Source: an optimization exercise on an open RTL-to-GDS flow (aim: small area). Production flows keep margins and buffers that such runs may drop.
Function was checked by simulation only, so behaviour that the tests miss may differ from the original.
No activity file was given, so power comes from the tool's default toggle rates.

==> flow/design.v (excerpt) <==
module CHIP(clk,
            rst_n,
            mem_wen_D,
            mem_addr_D,
            mem_wdata_D,
            mem_rdata_D,
            mem_addr_I,
            mem_rdata_I
    );
    input         clk, rst_n ;
    output        mem_wen_D  ;
    output [31:0] mem_addr_D ;
    output [31:0] mem_wdata_D;
    input  [31:0] mem_rdata_D;
    output [31:0] mem_addr_I ;
    input  [31:0] mem_rdata_I;
    wire [31:0] inst = {mem_rdata_I[7:0], mem_rdata_I[15:8], mem_rdata_I[23:16], mem_rdata_I[31:24]};
    wire [31:0] ldat = {mem_rdata_D[7:0], mem_rdata_D[15:8], mem_rdata_D[23:16], mem_rdata_D[31:24]};
    wire [4:0] rd  = inst[11:7];
    wire [4:0] rs1 = inst[19:15];
    wire [4:0] rs2 = inst[24:20];
    wire is_r    = inst[4];
    wire is_jal  = ~inst[4] &  inst[3];
    wire is_jalr = ~inst[4] & ~inst[3] &  inst[6] &  inst[2];
    wire is_beq  = ~inst[4] & ~inst[3] &  inst[6] & ~inst[2];
    wire is_sw   = ~inst[4] & ~inst[3] & ~inst[6] &  inst[5];
    wire is_lw   = ~inst[4] & ~inst[3] & ~inst[6] & ~inst[5];
    wire r_and   = inst[12];
    wire r_or    = ~inst[12] & inst[14];
    wire r_slt   = ~inst[12] & ~inst[14] & inst[13];
    wire r_sub   = ~inst[12] & ~inst[14] & ~inst[13] & inst[30];
    wire reg_we  = ~(is_sw | is_beq);
    reg  [29:0] pc;
    assign mem_addr_I = {pc, 2'b00};
    wire [991:0] rfv;
    wire [31:0] wd;
    genvar gi;
    generate for (gi = 1; gi < 32; gi = gi + 1) begin : g_rf
        reg [31:0] r;
        wire we = ~rst_n | (reg_we & (rd == gi));
        always @(posedge clk) if (we) r <= wd;
        assign rfv[gi*32-1 -: 32] = r;
    end endgenerate
    wire [31:1] s1, s2;
    wire [31:0] a, b;
  ...
==> flow/config.mk <==
export PLATFORM = sky130hd
export DESIGN_NAME = CHIP
export DESIGN_NICKNAME = CHIP
export VERILOG_FILES = /design/flow/design.v
export SDC_FILE = /design/flow/constraint.sdc
export NUM_CORES = 4
export LEC_CHECK = 0
export CAP_MARGIN = 20
export CORE_MARGIN = 2
export CORE_UTILIZATION = 55
export PLACE_DENSITY = 0.65
export SLEW_MARGIN = 20
export SYNTH_HIERARCHICAL = 1
export SYNTH_MINIMUM_KEEP_SIZE = 0
==> flow/constraint.sdc <==
create_clock -name core_clock -period 14.0 [get_ports {clk}]
set_input_delay 2.8000 -clock core_clock [delete_from_list [all_inputs] [get_ports {clk}]]
set_output_delay 2.8000 -clock core_clock [all_outputs]
set_load 0.01 [all_outputs]
standard.sh (not shown) runs the stock make flow with config.mk's settings and CLKGATE_MAP_FILE= SYNTH_SCRIPT=/design/flow/synth_recipe.tcl, a recipe that flattens the netlist after the stock synthesis.
==> flow/flow/run.sh <==
#!/bin/bash
# Layout flow: the standard layout (standard.sh) with three changes.
#  1. Synthesis: the standard flow's own synthesis script (synth_recipe.tcl, which sources
#     ORFS's synth.tcl) run unchanged except that ABC technology mapping uses
#     flow/abc_area.script, an area-oriented mapping script, instead of ORFS's
#     speed script. Register mapping (dfflibmap), -nofsm -noshare, flattening
#     and renaming are untouched, so the registers are the standard ones.
#  2. Clock tree: clkbuf_16 only, larger sink clusters, no dummy loads.
#  3. Port buffers: every input and output port still gets a buffer, of the
#     smallest buffer cell (buf_1) instead of the flow's default pick.
# Each tool's full output is in orfs/logs/; make's own output goes to flow_make.log.
set -euo pipefail
W=$(pwd)
ABC="$W/flow/abc_area.script"
# copy of ORFS synth.tcl whose only change is the ABC script in abc_args
sed "s|^source \$::env(SCRIPTS_DIR)/synth_preamble.tcl\$|&\nset abc_args [lreplace \$abc_args 1 1 $ABC]\nputs \"flow: ABC script $ABC\"|" \
  "$FLOW_HOME/scripts/synth.tcl" > "$W/flow_synth_core.tcl"
grep -q "flow: ABC script" "$W/flow_synth_core.tcl"
# synth_recipe.tcl with synth.tcl replaced by that copy
sed "s|\$::env(SCRIPTS_DIR)/synth.tcl|$W/flow_synth_core.tcl|" "$W/synth_recipe.tcl" > "$W/flow_synth.tcl"
grep -q "flow_synth_core.tcl" "$W/flow_synth.tcl"
bash standard.sh \
  "SYNTH_SCRIPT=$W/flow_synth.tcl" \
  "CTS_ARGS=-sink_clustering_enable -repair_clock_nets -dont_use_dummy_load -buf_list sky130_fd_sc_hd__clkbuf_16 -sink_clustering_size 25 -sink_clustering_max_diameter 60" \
  "BUFFER_PORTS_ARGS=-buffer_cell sky130_fd_sc_hd__buf_1" \
  finish > flow_make.log 2>&1
==> flow/flow/abc_area.script <==
&get -n
&st
&dch -f
&nf -R 1000 -a
&st
&syn2
&dch -f
&nf -R 1000 -a
&put
buffer -c
topo
stime -c
upsize -c
dnsize -c
Then changed:
Settings changed: PLACE_DENSITY 0.65 to 0.8.
The new run completed with no timing, DRC or antenna violations. Area after synthesis stays the same. Total power is lower by about 3%. Design area shrinks by about 0.7%. Flip-flop and latch count stays the same. Sequential power is about the same.

## static timing again, ports no longer ideal
How much do the figures lean on ideal ports? The routed layouts below were timed once more, with nothing changed but the port constraints.
Step 1: set_driving_cell puts a clkbuf_16 on clk and a buf_2 on each other input, an assumption about the parent block.
Step 2, shift: input delay + t, output delay - t, t = (earliest + latest rising clock arrival at the registers) / 2. This alone moves slack from input paths to output paths.
a / b / c = ideal / step 1 / step 2; a / b = the first two.
run | shift t [ns] | slack for setup (ns) | worst data-port slew with drivers (ns)
the first run | 0.704 | 1.234 / 1.096 / 1.096 | 0.14
the second run | 0.725 | 1.306 / 1.207 / 1.207 | 0.11
After both steps every run listed still meets setup and hold. For the first run, which loses most, drivers alone change the setup slack by -0.138 ns; drivers and shift together by -0.138 ns.
